Context: an optimization exercise on an open-source flow, tuned for small area. The choices shown serve that exercise and are no tape-out recipe.
The RTL was checked by simulation tests, not by an equivalence proof against the original design.
No activity file was given, so power comes from the tool's default toggle rates.

**flow/design.v**
```verilog
module Uart_ClkDiv(Sys_CLK,Sys_RST,Uart_CE);
input Sys_CLK;
input Sys_RST;
output Uart_CE;
reg Uart_CLK;
reg [7:0]Uart_CLK_Cnt;
assign Uart_CE = (Uart_CLK_Cnt > 8'd161) && !Uart_CLK;
always@(posedge Sys_CLK or negedge Sys_RST)
begin
	if(!Sys_RST)
	begin
		Uart_CLK <= 1'b0;
		Uart_CLK_Cnt <= 8'd0;
	end
	else if(Uart_CLK_Cnt <= 8'd161)
		Uart_CLK_Cnt <= Uart_CLK_Cnt + 1'b1;
	else
	begin
		Uart_CLK <= ~Uart_CLK;
		Uart_CLK_Cnt <= 8'd0;
	end
end
endmodule
module Uart_Tx(Sys_CLK,Sys_RST,Uart_CE,Data_Tx,Wrsig,Idle,Signal_Tx);
input Sys_CLK;
input Sys_RST;
input Uart_CE;
input [7:0]Data_Tx;
input Wrsig;
output Idle;
output Signal_Tx;
reg Idle;
reg Signal_Tx;
reg Send;
reg WrsigBuf;
reg WrsigRise;
reg Presult;
reg	[7:0]Tx_Cnt;
parameter paritymode = 1'b0;
always@(posedge Sys_CLK or negedge Sys_RST)
begin
	if(!Sys_RST)
	begin
		WrsigBuf <= 1'b0;
		WrsigRise <= 1'b0;
	end
	else if(Uart_CE)
	begin
		WrsigBuf <= Wrsig;
		WrsigRise <= (~WrsigBuf) & Wrsig;
	end
end
always@(posedge Sys_CLK or negedge Sys_RST)
begin
	if(!Sys_RST)
		Send <= 1'b0;
	else if(Uart_CE)
	begin
		if(WrsigRise && (~Idle))   
			Send <= 1'b1;
		else if(Tx_Cnt == 8'd168)       
			Send <= 1'b0;
	end
end
always@(posedge Sys_CLK or negedge Sys_RST)
begin
	if(!Sys_RST)
	begin
		Signal_Tx <= 1'b1;
		Tx_Cnt <= 8'd0;
		Idle <= 1'b0;
		Presult <= 1'b0;
	end
	else if(Uart_CE)
	begin
	if(Send == 1'b1)
	begin
		case(Tx_Cnt)                  
			8'd0:
			begin
				Signal_Tx <= 1'b0;
				Idle <= 1'b1;
				Tx_Cnt <= Tx_Cnt + 8'd1;
			end
			8'd16:
			begin
				Signal_Tx <= Data_Tx[0];     
				Presult <= Data_Tx[0]^paritymode;
				Idle <= 1'b1;
				Tx_Cnt <= Tx_Cnt + 8'd1;
			end
			8'd32:
			begin
				Signal_Tx <= Data_Tx[1];     
				Presult <= Data_Tx[1]^Presult;
				Idle <= 1'b1;
				Tx_Cnt <= Tx_Cnt + 8'd1;
			end
			8'd48:
			begin
				Signal_Tx <= Data_Tx[2];     
				Presult <= Data_Tx[2]^Presult;
				Idle <= 1'b1;
				Tx_Cnt <= Tx_Cnt + 8'd1;
			end
			8'd64:
			begin
				Signal_Tx <= Data_Tx[3];     
				Presult <= Data_Tx[3]^Presult;
				Idle <= 1'b1;
				Tx_Cnt <= Tx_Cnt + 8'd1;
			end
			8'd80:
			begin
				Signal_Tx <= Data_Tx[4];     
				Presult <= Data_Tx[4]^Presult;
				Idle <= 1'b1;
				Tx_Cnt <= Tx_Cnt + 8'd1;
			end
			8'd96:
			begin
				Signal_Tx <= Data_Tx[5];     
				Presult <= Data_Tx[5]^Presult;
				Idle <= 1'b1;
				Tx_Cnt <= Tx_Cnt + 8'd1;
			end
			8'd112:
			begin
				Signal_Tx <= Data_Tx[6];     
				Presult <= Data_Tx[6]^Presult;
				Idle <= 1'b1;
				Tx_Cnt <= Tx_Cnt + 8'd1;
			end
			8'd128:
			begin
				Signal_Tx <= Data_Tx[7];     
				Presult <= Data_Tx[7]^Presult;
				Idle <= 1'b1;
				Tx_Cnt <= Tx_Cnt + 8'd1;
			end
			8'd144:
			begin
				Signal_Tx <= Presult;       
				Presult <= Data_Tx[0]^paritymode;
				Idle <= 1'b1;
				Tx_Cnt <= Tx_Cnt + 8'd1;
			end
			8'd160:
			begin
				Signal_Tx <= 1'b1;          
				Idle <= 1'b1;
				Tx_Cnt <= Tx_Cnt + 8'd1;
			end
			8'd168:
			begin
				Signal_Tx <= 1'b1;
				Idle <= 1'b0;        
				Tx_Cnt <= Tx_Cnt + 8'd1;
			end
			default:
				Tx_Cnt <= Tx_Cnt + 8'd1;
		endcase
	end
	else
	begin
		Signal_Tx <= 1'b1;
		Tx_Cnt <= 8'd0;
		Idle <= 1'b0;
	end
	end
end
endmodule
module Uart_Rx(Sys_CLK,RST,Uart_CE,Signal_Rx,Data_Rx,Rdsig,DataError_Flag,FrameError_Flag);
input Sys_CLK;              
input RST;                  
input Uart_CE;              
input Signal_Rx;            
output [7:0]Data_Rx;        
output Rdsig;
output DataError_Flag;      
output FrameError_Flag;     
reg [7:0]Data_Rx;
reg Rdsig;
reg DataError_Flag;
reg FrameError_Flag;
reg [7:0]cnt;
reg RxBuf;
reg RxFall;
reg Recieve;
reg Presult;
reg Idle;
parameter paritymode = 1'b0;
always@(posedge Sys_CLK or negedge RST)    
begin
	if(!RST)
	begin
		RxBuf <= 1'b1;
		RxFall <= 1'b0;
	end
	else if(Uart_CE)
	begin
		RxBuf <= Signal_Rx;
		RxFall <= RxBuf & (~Signal_Rx);
	end
end
always@(posedge Sys_CLK or negedge RST)
begin
	if(!RST)
		Recieve <= 1'b0;
	else if(Uart_CE)
	begin
		if (RxFall && (~Idle))	 
			Recieve <= 1'b1;
		else if(cnt == 8'd168)   
			Recieve <= 1'b0;
	end
end
always@(posedge Sys_CLK or negedge RST)
begin
	if (!RST)
	begin
		Idle<=1'b0;
		cnt<=8'd0;
		Rdsig <= 1'b0;
		FrameError_Flag <= 1'b0;
		DataError_Flag <= 1'b0;
		Presult<=1'b0;
		Data_Rx <= 8'd0;
	end
	else if(Uart_CE)
	begin
	if(Recieve == 1'b1)
	begin
		case(cnt)
			8'd0:begin
				Idle <= 1'b1;
				cnt <= cnt + 8'd1;
				Rdsig <= 1'b0;
			end
			8'd24:begin                  
				Idle <= 1'b1;
				Data_Rx[0] <= Signal_Rx;
				Presult <= paritymode^Signal_Rx;
				cnt <= cnt + 8'd1;
				Rdsig <= 1'b0;
			end
			8'd40:begin                  
				Idle <= 1'b1;
				Data_Rx[1] <= Signal_Rx;
				Presult <= Presult^Signal_Rx;
				cnt <= cnt + 8'd1;
				Rdsig <= 1'b0;
			end
			8'd56:begin                  
				Idle <= 1'b1;
				Data_Rx[2] <= Signal_Rx;
				Presult <= Presult^Signal_Rx;
				cnt <= cnt + 8'd1;
				Rdsig <= 1'b0;
			end
			8'd72:begin                  
				Idle <= 1'b1;
				Data_Rx[3] <= Signal_Rx;
				Presult <= Presult^Signal_Rx;
				cnt <= cnt + 8'd1;
				Rdsig <= 1'b0;
			end
			8'd88:begin                  
				Idle <= 1'b1;
				Data_Rx[4] <= Signal_Rx;
				Presult <= Presult^Signal_Rx;
				cnt <= cnt + 8'd1;
				Rdsig <= 1'b0;
			end
			8'd104:begin                  
				Idle <= 1'b1;
				Data_Rx[5] <= Signal_Rx;
				Presult <= Presult^Signal_Rx;
				cnt <= cnt + 8'd1;
				Rdsig <= 1'b0;
			end
			8'd120:begin                  
				Idle <= 1'b1;
				Data_Rx[6] <= Signal_Rx;
				Presult <= Presult^Signal_Rx;
				cnt <= cnt + 8'd1;
				Rdsig <= 1'b0;
			end
			8'd136:begin                  
				Idle <= 1'b1;
				Data_Rx[7] <= Signal_Rx;
				Presult <= Presult^Signal_Rx;
				cnt <= cnt + 8'd1;
				Rdsig <= 1'b1;
			end
			8'd152:begin             
				Idle <= 1'b1;
				if(Presult == Signal_Rx)
					DataError_Flag <= 1'b0;
				else
					DataError_Flag <= 1'b1;        
				cnt <= cnt + 8'd1;
				Rdsig <= 1'b1;
			end
			8'd168:begin
				Idle <= 1'b1;
				if(1'b1 == Signal_Rx)
					FrameError_Flag <= 1'b0;
				else
					FrameError_Flag <= 1'b1;       
				cnt <= cnt + 8'd1;
				Rdsig <= 1'b1;
			end
			default:
				cnt <= cnt + 8'd1;
		endcase
	end
	else
	begin
		cnt <= 8'd0;
		Idle <= 1'b0;
		Rdsig <= 1'b0;
	end
	end
end
endmodule
module Uart_Top(Sys_CLK,Sys_RST,Signal_Tx,Signal_Rx);
input Sys_CLK;
input Sys_RST;
input Signal_Rx;
output Signal_Tx;
wire Uart_CE;
Uart_ClkDiv Uart_ClkDiv(.Sys_CLK(Sys_CLK),.Sys_RST(Sys_RST),.Uart_CE(Uart_CE));
reg [7:0]Data_Tx;
wire [7:0]Data_Rx;
reg [7:0]Data_Reg;
reg Wrsig;
wire Rdsig;
wire Rx_DataError_Flag;
wire Rx_FrameError_Flag;
reg Error_Flag;
reg [2:0]State;
reg [7:0]cnt;
reg [3:0]Char_Cnt;
wire Idle;
parameter Wait_Rdsig = 3'b000;
parameter Check_Data = 3'b001;
parameter Save_Data = 3'b010;
parameter Trans_Data = 3'b011;
parameter State_Delay = 3'b100;
function [7:0]Char;
input [3:0]i;
begin
	case(i[2:0])
		3'd0: Char = 8'd82;	 
		3'd1: Char = 8'd101;	 
		3'd2: Char = 8'd116;	 
		3'd3: Char = 8'd117;	 
		3'd4: Char = 8'd114;	 
		3'd5: Char = 8'd110;	 
		3'd6: Char = 8'd58;	 
		default: Char = 8'd32;	 
	endcase
end
endfunction
function [7:0]Error_Char;
input [3:0]i;
begin
	case(i[2:0])
		3'd0: Error_Char = 8'd69;	 
		3'd1: Error_Char = 8'd114;	 
		3'd2: Error_Char = 8'd114;	 
		3'd3: Error_Char = 8'd111;	 
		3'd4: Error_Char = 8'd114;	 
		default: Error_Char = 8'd33;	 
	endcase
end
endfunction
always@(posedge Sys_CLK or negedge Sys_RST)
begin
	if(!Sys_RST)
	begin
		Wrsig <= 1'b0;
		cnt <= 8'd0;
		State <= 3'd0;
		Char_Cnt <= 4'b0;
		Data_Reg <= 8'b0;
		Data_Tx <= 8'b0;
		Error_Flag <= 1'b0;
	end
	else if(Uart_CE)
	begin
		case(State)
			Wait_Rdsig:begin
				if(!Rdsig)
					State <= Wait_Rdsig;
				else
					State <= Check_Data;
			end
			Check_Data:begin
				if(Rdsig)
					State <= Check_Data;
				else
				begin
					Error_Flag <= Rx_DataError_Flag || Rx_FrameError_Flag;
					State <= Save_Data;
				end
			end
			Save_Data:begin
				if(!Error_Flag)
					Data_Reg <= Data_Rx;
				State <= Trans_Data;
			end
			Trans_Data:begin
				if(!Error_Flag)
				begin
					if(Char_Cnt == 4'd8)
					begin
						Char_Cnt <= 4'd0;
						Data_Tx <= Data_Reg;
						State <= State_Delay;
					end
					else
					begin
						State <= Trans_Data;
						if(cnt == 254)
						begin
							Data_Tx <= Char(Char_Cnt);
							Wrsig <= 1'b1;
							cnt <= 8'd0;
							Char_Cnt <= Char_Cnt + 1'b1;
						end
						else
						begin
							Wrsig <= 1'b0;
							cnt <= cnt + 8'd1;
						end
					end
				end
				else
				begin
					if(Char_Cnt == 4'd6)
					begin
						Char_Cnt <= 4'd0;
						State <= State_Delay;
					end
					else
					begin
						State <= Trans_Data;
						if(cnt == 254)
						begin
							Data_Tx <= Error_Char(Char_Cnt);
							Wrsig <= 1'b1;
							cnt <= 8'd0;
							Char_Cnt <= Char_Cnt + 1'b1;
						end
						else
						begin
							Wrsig <= 1'b0;
							cnt <= cnt + 8'd1;
						end
					end
				end
			end
			State_Delay:begin
				if(cnt == 254)
				begin
					Data_Tx <= 8'd13;
					Wrsig <= 1'b1;
					cnt <= 8'd0;
					State <= Wait_Rdsig;
				end
				else
				begin
					Wrsig <= 1'b0;
					cnt <= cnt + 8'd1;
				end
			end
			default:begin
				Wrsig <= 1'b0;
				cnt <= 8'd0;
				State <= 3'd0;
				Char_Cnt <= 4'b0;
				Data_Reg <= 8'b0;
			end
		endcase
	end
end
Uart_Tx Uart_Tx(.Sys_CLK(Sys_CLK),.Sys_RST(Sys_RST),.Uart_CE(Uart_CE),.Data_Tx(Data_Tx),.Wrsig(Wrsig),.Idle(Idle),.Signal_Tx(Signal_Tx));
Uart_Rx Uart_Rx(.Sys_CLK(Sys_CLK),.RST(Sys_RST),.Uart_CE(Uart_CE),.Signal_Rx(Signal_Rx),.Data_Rx(Data_Rx),.Rdsig(Rdsig),
				.DataError_Flag(Rx_DataError_Flag),.FrameError_Flag(Rx_FrameError_Flag));
endmodule
```
**flow/run.sh**
```bash
#!/bin/bash
# synth_recipe.tcl (not shown) runs the flow's synth.tcl, then flattens the netlist and writes it again
# the make line also repeats each setting of config.mk as NAME=value (left out here)
make -C /OpenROAD-flow-scripts/flow DESIGN_CONFIG=/design/flow/config.mk WORK_HOME=/design/flow/orfs CLKGATE_MAP_FILE= SYNTH_SCRIPT=/design/flow/synth_recipe.tcl finish
```
**flow/config.mk**
```make
export PLATFORM = sky130hd
export DESIGN_NAME = Uart_Top
export DESIGN_NICKNAME = Uart_Top
export VERILOG_FILES = /design/flow/design.v
export SDC_FILE = /design/flow/constraint.sdc
export NUM_CORES = 4
export LEC_CHECK = 0
export CAP_MARGIN = 20
export CORE_MARGIN = 2
export CORE_UTILIZATION = 40
export SLEW_MARGIN = 20
```
**flow/constraint.sdc**
```tcl
create_clock -name core_clock -period 5.0 [get_ports {Sys_CLK}]
set_input_delay 1.0000 -clock core_clock [delete_from_list [all_inputs] [get_ports {Sys_CLK}]]
set_output_delay 1.0000 -clock core_clock [all_outputs]
set_load 0.01 [all_outputs]
```
==> impl_results.md <==
- Hold_sp: Uart_Rx.RxBuf
- Setup_tns: 0 ns
- Via/cell ratio: 5.63
- Layout cells sized above 1: 0.0842
- Post-synth EDFFs: 0
- Die height: 111 um
- Pwr Density: 272 nW/um2
- R2r setup slk: 2.49 ns
- Core area: 11300 um2
- Most numerous cell in the Yosys netlist: dfrtp_1
- DRT antenna net count: 0
- Met1 WL: 4550 um
- Clock Skews: 0.00630 ns
- Largest stage delay, worst path: 0.44 ns
- Met3 Wirelength: 297 um
- Die area: 12400 um2
- CTS tree: built
- Startpoint Class: flop
- Reg-to-Reg Start: Uart_ClkDiv.Uart_CLK_Cnt[0]
- Max Root-Sink Buffers: 2
- CTS Root Cell: clkbuf_16
- Capturing point of the worst reg2reg path: cnt[5]
- Final setup viols: 0
- Mapped cell area: 4610 um2
- # fillers: 1106
- Fmax: 398 MHz
- Inserted Clock Buffers: 9
- Crit path required time: 5.24 ns
- Max Fanout on Critical Path: 33
- Per-cell routed wire length: 14.9 um
- Worst hold slack: 0.460 ns
- Initial antenna violation count: 0
- Routability congestion estimate: 0.815
- Primary FF master, synth: dfrtp_1
- Hold Path End: Uart_Rx.RxBuf
- RSZ-0062 raised after global routing: no
- FF-to-FF path depth: 7
- Die width: 111 um
- Post-Syn Instances: 509
- Leakage: 2.11 nW
- Total track usage: 0.162
- Min-delay worst type: reg -> reg
- Vias in the first global route: 3441
- Final WL: 9560 um
- Worst-Margin Slew: 0.993 ns
- Hold buffers post-CTS: 0
- Worst vdd ir: 266 uV
- Resized cells post-CTS: 0
- Placed Area: 4700 um2
- Hold Fails Final Rpt: 0
- Worst-Skew Late Latency: 0.34 ns
- CP endpoint kind: flop
- Hold Path Depth: 2
- FF+latch count, synth: 80
- Max layer used: met4
- Relative slew slack: 0.338
- Mapped Nets: 526
- Unique cell type count in the Yosys netlist: 68
- DRC errors left: 0
- Mapped Avg Cell Area: 9.06 um2
- YS warnings: 4
- Final instance area: 5010 um2
- CP cell instances: inv_1 -> ha_1 -> o21bai_2 -> o211a_4 -> nand2_1 -> or2_1 -> o41ai_2
- Detailed Routing Iterations Pass 1: 4
- Port bufs: 3
- Critical-path top delay cell: dfrtp_1
- Yosys top cell by area: dfrtp_1
- Initial Util: 0.407
- GRT overflow: 0
- Pin count of the biggest net entering global routing: 81
- Sequential share of the synthesized area: 0.435
- Worst-path clk slew: 0.06 ns
- Final Critical Period: 2.51 ns
- Wire length on met2: 4600 um
- Row Count: 39
- Commonest cells in the netlist: dfrtp_1, nand2_1, o21ai_0
- Type of the worst setup path: reg -> reg
- Antenna fix cells: 0
- Yosys top cell area share: 0.423
- Area delta synth->final: 8.77%
- Crit share post-route: 0.503
- Top cells by area, synth: dfrtp_1, o21ai_0, nand2_1
- Setup Fix Bufs, Post-CTS: 0
- Signal arrival time at the worst endpoint: 2.75 ns
- Vias: 3617
- Nets: 511
- Slew Limit Fails: 0
- # IOs: 4
- Sink Count: 80
- Initial DRC Count: 238
- Outcome: timing/DRC/antenna clean
- Maxcap violations: 0
- CTS H-tree lvls: 3
- Global-route wire length before repair: 16700 um
- HPWL after DPL: 6310 um
- Async SR Flop Fraction: 1.00
## cell families (layout without fill, tap and decap cells)
family                     after synthesis  after routing  synth area share
muxes                                   17             17            0.0399
and+or+nand+nor                        197            197             0.219
adders and majority gates               14             14            0.0380
buffers and inverters                   54             44            0.0472
AOI/OAI and AO/OA                      138            138             0.204
xor gates and xnor gates                 9              9            0.0171
DFF                                     80             80             0.435
## registers in the layout (all words and copies together), names as in the netlist, 3 cells and up
signal,flops
Char_Cnt,4
Data_Reg,8
Data_Tx,8
State,3
Uart_ClkDiv.Uart_CLK_Cnt,8
Uart_Rx.Data_Rx,8
Uart_Rx.cnt,8
Uart_Tx.Tx_Cnt,8
cnt,8
## cell type report
class	instances	area [um2]	area share
Multi-Input combinational cell	375	2390	0.476
Clock inverter	5	81.3	0.0162
Sequential cell	80	2000	0.400
Clock buffer	11	233	0.0464
Tap cell	143	179	0.0357
Inverter	24	90.1	0.0180
Timing Repair Buffer	4	38.8	0.00774
## layer usage
layer	up-vias	GRT usage
met5	-	0
met2	50	0.263
met4	0	0.0444
met3	7	0.0463
met1	1751	0.215
li1	1809	-
## worst max path at each step
stage                                   to                        start  slack, ns
finish                              cnt[5]  Uart_ClkDiv.Uart_CLK_Cnt[0]       2.49
floorplan           Uart_Rx.DataError_Flag  Uart_ClkDiv.Uart_CLK_Cnt[0]       2.98
global route                        cnt[5]  Uart_ClkDiv.Uart_CLK_Cnt[0]       2.29
global placement                    cnt[7]  Uart_ClkDiv.Uart_CLK_Cnt[0]       2.60
CTS                                 cnt[5]  Uart_ClkDiv.Uart_CLK_Cnt[0]       2.48
detailed placement                  cnt[7]  Uart_ClkDiv.Uart_CLK_Cnt[0]       2.48
## placed cells by master, fill, tap and decap left out, types with 4 or more instances in the layout
cell       instances
dfrtp_1           78
nand2_1           58
o21ai_0           52
nor2_1            38
nand3_1           30
inv_1             24
a21oi_1           19
ha_1              14
o31ai_1           13
mux2_2            10
nor3_1             9
clkbuf_16          9
and3_1             8
nor2b_1            7
xor2_1             6
nand4_1            6
mux2i_1            6
nand2b_1           5
nand3b_1           5
o2bb2ai_1          5
nor4_1             5
a2bb2oi_1          4
nor3b_1            4
o41ai_1            4
## power breakdown
group	internal [mW]	switching, mW
logic	0.00223	0.0139
registers	0.648	0.000241
clock network	0.438	0.264
total	1.09	0.278
## metrics by stage
| stage | setup WS [ns] | utilization | power, mW | std cells |
|---|---|---|---|---|
| CTS | 2.48 | 0.443 | 1.39 | 642 |
| global route | 2.29 | 0.443 | 1.42 | 642 |
| floorplan | 2.98 | - | 0.662 | 509 |
| global placement | 2.60 | 0.415 | 0.677 | 626 |
| finish | 2.49 | 0.443 | 1.37 | 642 |
| detailed placement | 2.48 | 0.415 | 0.677 | 626 |
## critical path: cells and delay by family (launching register included)
| family | cells | cell delay, ns |
|---|---|---|
| AOI/OAI and AO/OA | 3 | 0.93 |
| adders and majority gates | 1 | 0.23 |
| buffers and inverters | 1 | 0.07 |
| DFF | 1 | 0.44 |
| and+or+nand+nor | 2 | 0.73 |

afterwards: timing with drivers on the ports:
No port has a modelled driver above. Below, the same layout with a new extraction and two added sets of constraints. Step 1 sets driving cells, clkbuf_16 on the clock port and buf_2 on the other inputs (assumed; they add their load-dependent delay and slew). Step 2 adds t to the input delays and takes it off the output delays; t is the mean of the earliest and latest rising clock arrival at the registers after step 1. Input paths then give back, and output paths get back, about the clock's delay inside the block. a / b / c = ideal / step 1 / step 2; a / b = the first two.
shift t [ns]: 0.375
setup WS [ns]: 2.486 / 2.486 / 2.486
slew at the worst register clock pin (ns): 0.06 / 0.06
After both steps setup and hold are still met in this run. The setup slack of this run moves by 0.000 ns with the drivers and by 0.000 ns with both steps.
